Context: an optimization exercise on an open-source flow, tuned for small area and few clock cycles. The choices shown serve that exercise and are no tape-out recipe.
Function was checked by simulation only, so behaviour that the tests miss may differ from the original.

==> flow/design.v <==
module lm32_wb (
    input         clk_i,
    input         rst_i,
    input  [31:0] interrupt,
    input  [31:0] I_DAT_I,
    input         I_ACK_I,
    output [31:0] I_ADR_O,
    output        I_CYC_O,
    output        I_STB_O,
    input  [31:0] D_DAT_I,
    input         D_ACK_I,
    output [31:0] D_DAT_O,
    output [31:0] D_ADR_O,
    output        D_CYC_O,
    output [3:0]  D_SEL_O,
    output        D_STB_O,
    output        D_WE_O
);
reg         e1;          
reg         e2;          
reg         d_pend;      
reg  [31:2] pc;          
reg  [31:0] ir;
reg  [31:0] opa;         
reg  [31:2] adr_h;       
reg  [3:0]  sel_h;
reg         ie, eie;
reg  [31:0] im, ip;
reg  [31:8] eba;
reg  [31:0] rf [1:31];
wire [5:0] op  = ir[31:26];
wire [4:0] op5 = ir[30:26];
wire op_b      = op == 6'b110000;
wire op_bi     = op == 6'b111000;
wire op_call   = op == 6'b110110;
wire op_calli  = op == 6'b111110;
wire op_bcond  = (op[5:3] == 3'b010) && (op[2:0] != 3'b000) && (op[2:0] != 3'b110);
wire op_scall  = (op == 6'b101011) && ir[2];
wire op_rcsr   = op == 6'b100100;
wire op_wcsr   = op == 6'b110100;
wire op_sub    = op == 6'b110010;
wire op_andhi  = op == 6'b011000;
wire op_orhi   = op == 6'b011110;
wire op_and    = op5 == 5'b01000;
wire op_nor    = op5 == 5'b00001;
wire op_or     = op5 == 5'b01110;
wire op_xor    = op5 == 5'b00110;
wire op_xnor   = op5 == 5'b01001;
wire op_cmpgeu = op5 == 5'b11100;
wire op_cmpgu  = op5 == 5'b11101;
wire op_shift  = (op5 == 5'b00101) || (op5 == 5'b00000);
wire op_cmp    = (op5 == 5'b11001) || (op5 == 5'b11010) || (op5 == 5'b11011) ||
                 op_cmpgeu || op_cmpgu || (op5 == 5'b11111);
wire op_logic  = op_and || op_nor || op_or || op_xor || op_xnor || op_andhi || op_orhi;
wire op_load   = (op == 6'b000100) || (op == 6'b010000) || (op == 6'b000111) ||
                 (op == 6'b001011) || (op == 6'b001010);
wire op_store  = (op == 6'b001100) || (op == 6'b000011) || (op == 6'b010110);
wire call      = op_call || op_calli;
wire reg_tgt   = op_b || op_call;           
wire eret      = op_b && (ir[25:21] == 5'd30);
wire rb_zero   = ir[20:16] == 5'd0;
wire bc_rr     = op_bcond && !rb_zero;      
wire [1:0] size = ir[27:26];                
wire [5:0]  iop    = I_DAT_I[31:26];
wire        i_rd_a = (iop == 6'b000100) || (iop == 6'b010000) || (iop == 6'b000111) ||
                     (iop == 6'b001011) || (iop == 6'b001010) ||
                     (iop == 6'b110000) || (iop == 6'b110110) ||
                     ((iop[5:3] == 3'b010) && (iop[2:0] != 3'b000) && (iop[2:0] != 3'b110) &&
                      (I_DAT_I[20:16] == 5'd0));
wire [4:0]  i_ra   = i_rd_a ? I_DAT_I[25:21] : I_DAT_I[20:16];
reg  [31:1] rsel;
integer q;
always @(posedge clk_i)
    for (q = 1; q < 32; q = q + 1)
        if (acc)
            rsel[q] <= i_ra == q;
        else if (e1 && e1_go)
            rsel[q] <= ir[25:21] == q;
reg  [31:0] rfq;
always @(*) begin
    rfq = 32'd0;
    for (q = 1; q < 32; q = q + 1)
        rfq = rfq | ({32{rsel[q]}} & rf[q]);
end
wire int_take = e1 && ie && (|(ip & im));
wire exc      = int_take || op_scall;       
wire        sext_imm = !(op_and || op_cmpgeu || op_cmpgu || op_nor || op_or || op_xnor || op_xor);
wire [31:0] imm      = (op_andhi || op_orhi) ? {ir[15:0], 16'h0000}
                                             : {{16{sext_imm & ir[15]}}, ir[15:0]};
wire        use_imm  = !ir[31] && !op_bcond;
wire [31:0] opb      = use_imm ? imm : opa;
wire        use_br   = op_bi || op_calli || (op_bcond && e1);
wire        sub      = !use_br && (op_sub || op_cmp || op_bcond);
wire [31:2] boff     = ir[31] ? {{4{ir[25]}}, ir[25:0]} : {{14{ir[15]}}, ir[15:0]};
wire [31:0] add_a    = use_br ? {pc, 2'b00} : rfq;
wire [31:0] add_b    = use_br ? {boff, 2'b00} : sub ? ~opb : opb;
wire [32:0] sum33    = {1'b0, add_a} + {1'b0, add_b} + {32'd0, sub};
wire [31:0] sum      = sum33[31:0];
wire        carry    = sum33[32];
wire        zero     = sum == 32'd0;
wire        ovf      = (rfq[31] ^ opb[31]) && (sum[31] ^ rfq[31]);
reg cond;
always @(*) begin
    case (ir[28:26])
    3'b001:  cond = zero;
    3'b111:  cond = !zero;
    3'b010:  cond = !zero && (sum[31] == ovf);
    3'b011:  cond = sum[31] == ovf;
    3'b101:  cond = carry && !zero;
    3'b100:  cond = carry;
    default: cond = 1'b1;
    endcase
end
wire rz = rfq == 32'd0;
reg cond_z;
always @(*) begin
    case (ir[28:26])
    3'b001:  cond_z = rz;
    3'b111:  cond_z = !rz;
    3'b010:  cond_z = !rz && !rfq[31];
    3'b011:  cond_z = !rfq[31];
    3'b101:  cond_z = !rz;
    default: cond_z = 1'b1;
    endcase
end
reg [31:0] logic_r;
integer k;
always @(*)
    for (k = 0; k < 32; k = k + 1)
        logic_r[k] = ir[26 + {opb[k], rfq[k]}];
wire [31:0] shr = {rfq[31] & ir[28], rfq[31:1]};
reg [31:0] csr;
always @(*) begin
    case (ir[23:21])
    3'd0:    csr = {30'd0, eie, ie};
    3'd1:    csr = im;
    3'd2:    csr = ip;
    3'd6:    csr = 32'h0802_0000;
    default: csr = {eba, 8'h00};
    endcase
end
wire [31:0] result = op_rcsr  ? csr :
                     op_shift ? shr :
                     op_logic ? logic_r :
                     op_cmp   ? {31'd0, cond} :
                                sum;
wire [31:2] seq  = pc + 30'd1;
wire [31:2] btgt = sum[31:2];
reg [31:2] npc1;                              
always @(*) begin
    if (int_take)
        npc1 = {eba, 6'b110000};
    else if (op_scall)
        npc1 = {eba, 6'b111000};
    else if (reg_tgt)
        npc1 = rfq[31:2];
    else if (op_bi || op_calli || (op_bcond && cond_z))
        npc1 = btgt;
    else
        npc1 = seq;
end
wire [31:2] npc2 = cond ? adr_h : seq;        
wire [1:0] boff2 = sum[1:0];
reg  [3:0] sel;
always @(*) begin
    case (size)
    2'b10:   sel = 4'b1111;
    2'b11:   sel = boff2[1] ? 4'b0011 : 4'b1100;
    default: sel = 4'b1000 >> boff2;
    endcase
end
wire [31:0] st_data = (size == 2'b00) ? {4{rfq[7:0]}} :
                      (size == 2'b11) ? {2{rfq[15:0]}} : rfq;
wire        ld_word = size == 2'b10;
wire        ld_half = size == 2'b11;
wire [15:0] ld_h    = boff2[1] ? D_DAT_I[15:0] : D_DAT_I[31:16];
wire [7:0]  ld_b    = boff2[0] ? ld_h[7:0] : ld_h[15:8];
wire        ld_sign = ir[28] & (ld_half ? ld_h[15] : ld_b[7]);
wire [31:0] ld_data;
assign ld_data[7:0]   = (ld_word || ld_half) ? D_DAT_I[7:0] & {8{ld_word}} | ld_h[7:0] & {8{ld_half}} : ld_b;
assign ld_data[15:8]  = ld_word ? D_DAT_I[15:8] : ld_half ? ld_h[15:8] : {8{ld_sign}};
assign ld_data[31:16] = ld_word ? D_DAT_I[31:16] : {16{ld_sign}};
wire e1_go  = !(d_pend && (!D_ACK_I || (op_load && !int_take)));
wire ld_req = op_load && ((e1 && !int_take && !d_pend) || e2);
wire st_req = op_store && e2;
wire e2_go  = !(op_load && !D_ACK_I);
assign D_CYC_O = d_pend || ld_req || st_req;
assign D_STB_O = D_CYC_O;
assign D_WE_O  = d_pend || st_req;
assign D_SEL_O = d_pend ? sel_h : sel;
assign D_ADR_O = {d_pend ? adr_h : sum[31:2], 2'b00};
assign D_DAT_O = opa;
wire wait_f = !e1 && !e2;
wire acc    = I_ACK_I && (wait_f || (e2 && e2_go));
assign I_CYC_O = e1 ? (e1_go && !(bc_rr && !int_take)) : 1'b1;
assign I_STB_O = I_CYC_O;
assign I_ADR_O = {e1 ? npc1 : (e2 && bc_rr) ? npc2 : pc, 2'b00};
wire        we1   = e1 && e1_go && (exc || call);
wire        we2   = e2 && (op_load ? D_ACK_I :
                          !(op_bcond || op_b || op_bi || call || op_scall || op_store || op_wcsr));
wire [4:0]  widx  = e1 ? (exc ? 5'd30 : 5'd29) : (ir[31] ? ir[15:11] : ir[20:16]);
wire [31:0] wdata = e1 ? {exc ? pc : seq, 2'b00} : op_load ? ld_data : result;
integer r;
always @(posedge clk_i)
    for (r = 1; r < 32; r = r + 1)
        if ((we1 || we2) && widx == r)
            rf[r] <= wdata;
always @(posedge clk_i) begin
    if (acc)
        ir <= I_DAT_I;
    if (e1 && e1_go)
        opa <= op_store ? st_data : rfq;
    if (st_req || (e1 && e1_go && bc_rr))
        adr_h <= sum[31:2];
    if (st_req)
        sel_h <= sel;
end
always @(posedge clk_i) begin
    if (rst_i) begin
        e1     <= 1'b0;
        e2     <= 1'b0;
        d_pend <= 1'b0;
        pc     <= 30'd0;
    end else begin
        if (e1) begin
            if (e1_go) begin
                e1 <= 1'b0;
                e2 <= !int_take;
                if (!(bc_rr && !int_take))
                    pc <= npc1;
            end
        end else begin
            if (e2 && e2_go) begin
                e2 <= 1'b0;
                if (bc_rr)
                    pc <= npc2;
            end
            e1 <= acc;
        end
        if (st_req)
            d_pend <= 1'b1;
        else if (D_ACK_I)
            d_pend <= 1'b0;
    end
end
wire csr_we = e2 && op_wcsr;
wire [2:0] csr_idx = ir[23:21];
always @(posedge clk_i) begin
    if (rst_i) begin
        ie  <= 1'b0;
        eie <= 1'b0;
        im  <= 32'd0;
        ip  <= 32'd0;
        eba <= 24'd0;
    end else begin
        if (csr_we && csr_idx == 3'd2)
            ip <= (ip | interrupt) & ~opa;
        else
            ip <= ip | interrupt;
        if (e1 && e1_go && exc) begin
            eie <= ie;
            ie  <= 1'b0;
        end else if (e1 && e1_go && eret)
            ie <= eie;
        else if (csr_we && csr_idx == 3'd0) begin
            ie  <= opa[0];
            eie <= opa[1];
        end
        if (csr_we && csr_idx == 3'd1)
            im <= opa;
        if (csr_we && csr_idx == 3'd7)
            eba <= opa[31:8];
    end
end
endmodule
export LEC_CHECK = 0
export CAP_MARGIN = 20
export CORE_MARGIN = 2
export CORE_UTILIZATION = 60
export CTS_BUF_LIST = sky130_fd_sc_hd__clkbuf_16
export CTS_CLUSTER_DIAMETER = 100
export CTS_CLUSTER_SIZE = 25
export PLACE_DENSITY = 0.7
export SLEW_MARGIN = 20
create_clock -name core_clock -period 10.0 [get_ports {clk_i}]
standard.sh (not shown) runs the stock make flow with config.mk's settings and CLKGATE_MAP_FILE= SYNTH_SCRIPT=/design/flow/synth_recipe.tcl, a recipe that flattens the netlist after the stock synthesis.
==> flow/flow/run.sh <==
#!/bin/bash
# The standard layout (standard.sh, from synthesis to the routed layout),
# with one change: buffer_ports gives every input and output port a
# sky130_fd_sc_hd__buf_2 instead of the cell it picks by default
# (clkdlybuf4s50_1, a larger and slower delay buffer).
# make's full output goes to standard_flow.log here; ORFS keeps each tool's
# own log under orfs/logs/.
set -euo pipefail
export BUFFER_PORTS_ARGS="-buffer_cell sky130_fd_sc_hd__buf_2"
bash standard.sh finish > standard_flow.log 2>&1
Testbench counts at the start, summed over its fixed seeds: cycles 120,775.
==> next run, changes <==
--- a/flow/design.v
+++ b/flow/design.v
@@ -68,14 +68,13 @@
                      ((iop[5:3] == 3'b010) && (iop[2:0] != 3'b000) && (iop[2:0] != 3'b110) &&
                       (I_DAT_I[20:16] == 5'd0));
 wire [4:0]  i_ra   = i_rd_a ? I_DAT_I[25:21] : I_DAT_I[20:16];
+wire        rd_a1  = op_load || reg_tgt || (op_bcond && rb_zero);
+wire [4:0]  ra_nx  = acc ? i_ra : (e1 && !e1_go && !rd_a1) ? ir[20:16] : ir[25:21];
 reg  [31:1] rsel;
 integer q;
 always @(posedge clk_i)
     for (q = 1; q < 32; q = q + 1)
-        if (acc)
-            rsel[q] <= i_ra == q;
-        else if (e1 && e1_go)
-            rsel[q] <= ir[25:21] == q;
+        rsel[q] <= ra_nx == q;
 reg  [31:0] rfq;
 always @(*) begin
     rfq = 32'd0;
Via count came out higher by 5.9%.
Cell area increases by about 0.9%.
Setup slack hardly moves.
Count of clock-buffer cells in the layout went up by 5.
Non-clock buffer count rose by 47.
Global-route usage increases by 4.3 points.
Testbench counts after the change, summed over its fixed seeds: cycles 120,775.

-- what the ideal ports hide --
The results above use ideal ports. As a check the final layouts listed here were re-extracted and re-timed, cells and wires unchanged.
Step 1 sets driving cells, clkbuf_16 on the clock port and buf_2 on the other inputs (assumed; they add their load-dependent delay and slew).
Step 2 moves the port delays by t, midway between the first and last clock arrival at a register: inputs arrive t later, outputs are due t later. That takes back most of the time a late clock gives input paths.
Slacks: ideal ports / drivers / drivers and shift; pairs: ideal ports / drivers.
| run | shift t [ns] | setup WS [ns] | latest minus earliest clock arrival (ns) | cell pins on the clock port's net |
|---|---|---|---|---|
| the first run | 0.791 | 0.219 / 0.145 / 0.936 | 0.038 / 0.038 | 1 |
| the second run | 0.801 | 0.218 / 0.141 / 0.943 | 0.069 / 0.069 | 1 |
After both steps setup and hold are still met in every run listed.
